Context: an optimization exercise on an open-source flow, tuned for small area. The choices shown serve that exercise and are no tape-out recipe. Only simulation tests tie the RTL to the original design; equivalence was not proved.

==> inputs of run G <==
## fir_inst
module fir_inst (
    input                clk,
    input                rst,
    input                data_in_vld,
    input  signed [15:0] data_in,
    output signed [36:0] data_out,
    output reg           data_out_vld
);
Settings: LEC_CHECK=0, CAP_MARGIN=20, CORE_MARGIN=2, CORE_UTILIZATION=50, CTS_CLUSTER_DIAMETER=70, CTS_CLUSTER_SIZE=30, SLEW_MARGIN=20, SYNTH_HIERARCHICAL=1, SYNTH_MINIMUM_KEEP_SIZE=0; clock period 9.0 ns.
standard.sh (not shown) runs the stock make flow with config.mk's settings and CLKGATE_MAP_FILE= SYNTH_SCRIPT=/design/flow/synth_recipe.tcl, a recipe that flattens the netlist after the stock synthesis.
==> flow/flow/run.sh <==
#!/bin/bash
# The standard layout (the standard.sh: standard synthesis, floorplan,
# placement, CTS, routing), with one change: clock tree synthesis does not
# insert dummy loads (the leaf clusters are balanced well enough without
# them).  Everything else, including the synthesis, is the standard flow.
set -euo pipefail
export CTS_ARGS="-sink_clustering_enable -repair_clock_nets -dont_use_dummy_load -sink_clustering_size 30 -sink_clustering_max_diameter 70"
bash standard.sh > standard_flow.log 2>&1
==> run C (differences from run G) <==
--- a/flow/design.v
+++ b/flow/design.v
@@ -4951,27 +4951,33 @@
 fir_fa un9204 (.a(n9170), .b(n9202), .c(n9173), .s(n9205), .co(n9206));
 wire n9228, n9229;
 fir_fa un9227 (.a(n917), .b(n726), .c(n9197), .s(n9228), .co(n9229));
 wire n9231, n9232;
 fir_fa un9230 (.a(n9228), .b(n9200), .c(n9203), .s(n9231), .co(n9232));
 wire n9252, n9253;
 fir_fa un9251 (.a(n920), .b(n9229), .c(n9232), .s(n9252), .co(n9253));
+wire r1_tp0_35_13 = ~x[589];
+wire r1_tp0_35_14 = ~x[590];
+wire r1_tp0_35_15 = ~x[591];
+wire r1_n927 = x[591];
+wire r1_n6173 = x[585];
+wire r1_n6174 = x[586];
+wire r1_n6175 = x[587];
+wire r1_n6176 = x[588];
+wire r1_n6177 = x[589];
+wire r1_n6178 = x[590];
 reg r1_n212;
 reg r1_n215;
 reg r1_n218;
 reg r1_n222;
 reg r1_n224;
 reg r1_n324;
 reg r1_n776;
 reg r1_n924;
 reg r1_n926;
-reg r1_tp0_35_13;
-reg r1_tp0_35_14;
-reg r1_tp0_35_15;
-reg r1_n927;
 reg r1_n1220;
 reg r1_n1223;
 reg r1_n1226;
 reg r1_n1227;
 reg r1_n1391;
 reg r1_n1619;
 reg r1_n1623;
@@ -5047,20 +5053,14 @@
 reg r1_n5971;
 reg r1_n5972;
 reg r1_n5977;
 reg r1_n5980;
 reg r1_n5981;
 reg r1_n6162;
 reg r1_n6163;
-reg r1_n6173;
-reg r1_n6174;
-reg r1_n6175;
-reg r1_n6176;
-reg r1_n6177;
-reg r1_n6178;
 reg r1_n6273;
 reg r1_n6276;
 reg r1_n6277;
 reg r1_n6855;
 reg r1_n6859;
 reg r1_n6924;
 reg r1_n6927;
@@ -5177,18 +5177,14 @@
     r1_n218 <= n218;
     r1_n222 <= n222;
     r1_n224 <= n224;
     r1_n324 <= n324;
     r1_n776 <= n776;
     r1_n924 <= n924;
     r1_n926 <= n926;
-    r1_tp0_35_13 <= tp0_35_13;
-    r1_tp0_35_14 <= tp0_35_14;
-    r1_tp0_35_15 <= tp0_35_15;
-    r1_n927 <= n927;
     r1_n1220 <= n1220;
     r1_n1223 <= n1223;
     r1_n1226 <= n1226;
     r1_n1227 <= n1227;
     r1_n1391 <= n1391;
     r1_n1619 <= n1619;
     r1_n1623 <= n1623;
@@ -5264,20 +5260,14 @@
     r1_n5971 <= n5971;
     r1_n5972 <= n5972;
     r1_n5977 <= n5977;
     r1_n5980 <= n5980;
     r1_n5981 <= n5981;
     r1_n6162 <= n6162;
     r1_n6163 <= n6163;
-    r1_n6173 <= n6173;
-    r1_n6174 <= n6174;
-    r1_n6175 <= n6175;
-    r1_n6176 <= n6176;
-    r1_n6177 <= n6177;
-    r1_n6178 <= n6178;
     r1_n6273 <= n6273;
     r1_n6276 <= n6276;
     r1_n6277 <= n6277;
     r1_n6855 <= n6855;
     r1_n6859 <= n6859;
     r1_n6924 <= n6924;
     r1_n6927 <= n6927;
==> flow/flow/run.sh (replaced) <==
#!/bin/bash
# The standard layout (the standard.sh: standard synthesis, floorplan,
# placement, CTS, routing), with two changes:
#  - clock tree synthesis does not insert dummy loads (the leaf clusters are
#    balanced well enough without them);
#  - the buffer that placement puts on every input and output port is the
#    platform's smallest plain buffer (buf_1) instead of the delay cell that
#    buffer_ports picks by default.
# Everything else, including the synthesis, is the standard flow.
set -euo pipefail
export CTS_ARGS="-sink_clustering_enable -repair_clock_nets -dont_use_dummy_load -sink_clustering_size 30 -sink_clustering_max_diameter 70"
export BUFFER_PORTS_ARGS="-buffer_cell sky130_fd_sc_hd__buf_1"
bash standard.sh > standard_flow.log 2>&1
- CORE_UTILIZATION: 50 -> 68
- PLACE_DENSITY: default -> 0.76
==> results.txt <==
Sequential share of layout area: run C is higher than run G (0.58 points).
Against run G, the area after synthesis of run C is lower by 0.25%.
Run C completed without violations. Run G produced a clean layout.
Clock skew: run G is higher than run C (0.0047 ns).
Between run G and run C, the lower synthesized cell count is in run C (gap 0.27%, measured against run C).

---

==> inputs of sierra <==
fir_inst with an RTL version that a note above also has.
clock: 9.0 ns
lec_check: 0
cap_margin: 20
core_margin: 2
core_utilization: 62
cts_cluster_diameter: 70
cts_cluster_size: 30
place_density: 0.7
slew_margin: 20
synth_hierarchical: 1
synth_minimum_keep_size: 0
==> flow/flow/run.sh <==
#!/bin/bash
# The standard layout (the standard.sh: standard synthesis, floorplan,
# placement, CTS, routing), with two changes:
#  - clock tree synthesis does not insert dummy loads (the leaf clusters are
#    balanced well enough without them);
#  - the buffer that placement puts on every input and output port is the
#    platform's smallest plain buffer (buf_1) instead of the delay cell that
#    buffer_ports picks by default.
# Everything else, including the synthesis, is the standard flow.
set -euo pipefail
export CTS_ARGS="-sink_clustering_enable -repair_clock_nets -dont_use_dummy_load -sink_clustering_size 30 -sink_clustering_max_diameter 70"
export BUFFER_PORTS_ARGS="-buffer_cell sky130_fd_sc_hd__buf_1"
bash standard.sh > standard_flow.log 2>&1
==> harbor (differences from sierra) <==
==> flow/flow/run.sh (replaced) <==
#!/bin/bash
# The standard layout (the standard.sh: standard synthesis, floorplan,
# placement, CTS, routing), with one change: clock tree synthesis does not
# insert dummy loads (the leaf clusters are balanced well enough without
# them).  Everything else, including the synthesis, is the standard flow.
set -euo pipefail
export CTS_ARGS="-sink_clustering_enable -repair_clock_nets -dont_use_dummy_load -sink_clustering_size 30 -sink_clustering_max_diameter 70"
bash standard.sh > standard_flow.log 2>&1
==> comparison table <==
metric                                                                     sierra            harbor
DPL Wire Length                                                            247 mm            243 mm
Count of non-filler cells in the finished layout                             6974              6972
Result of the run                                        timing/DRC/antenna clean  timing/DRC/antenna clean
Clock latency reported for the late side of the worst-skew pair           0.76 ns           0.77 ns
Layout clock buffer count                                                      89                91
Stages on worst setup path                                                     19                18
Vias in the first global route                                              47510             46808
Clock Pin Slew Worst Setup and Hold Paths                                 0.10 ns           0.09 ns
Required time of the critical path                                        9.60 ns           9.61 ns
First-pass GRT wire length                                                 388 mm            381 mm
Multi-input gate share of the layout cell area                              49.6%             49.3%
Largest net degree at the start of global routing                             186               214
Flip-flop and latch share of the layout cell area                           43.2%             43.0%
Non-Filler Cell Area, Final                                            89400 um^2        89800 um^2
Endpoint of the worst hold path                                  r2_n7706$_DFF_P_  r2_n7956$_DFF_P_
Worst hold slack                                                         0.300 ns          0.297 ns
Total CTS buffers                                                              89                91
NonClk Buf Share                                                           0.721%             1.11%
Slowest Stage Delay on Critical Path                                      0.82 ns           1.01 ns
Proportion of cell area spent on the clock network                          2.49%             2.54%
Number of nets in the layout                                                 7273              7272
Number of cells on the worst reg-to-reg path                                   19                18
Routed vias                                                                 45380             44880

[re-timing with driven ports]
No port has a modelled driver above. Below, the same layouts with a new extraction and two added sets of constraints. Step 1 assumes that a clkbuf_16 drives the clock port and a buf_2 every other input. Step 2, shift: input delay + t, output delay - t, t = (earliest + latest rising clock arrival at the registers) / 2. This alone moves slack from input paths to output paths. Slacks: ideal / step 1 / step 2; pairs: ideal / step 1.
| run | t, ns | setup slack, ns | worst setup path after step 2 | latest minus earliest clock arrival (ns) |
|---|---|---|---|---|
| run G | 0.850 | 0.177 / 0.177 / 0.177 | register to register | 0.118 / 0.117 |
| run C | 0.795 | 0.192 / 0.192 / 0.192 | register to register | 0.121 / 0.121 |
| sierra | 0.794 | 0.095 / 0.095 / 0.095 | register to register | 0.133 / 0.133 |
| harbor | 0.797 | 0.250 / 0.250 / 0.250 | register to register | 0.135 / 0.135 |
After both steps every run listed still meets setup and hold.
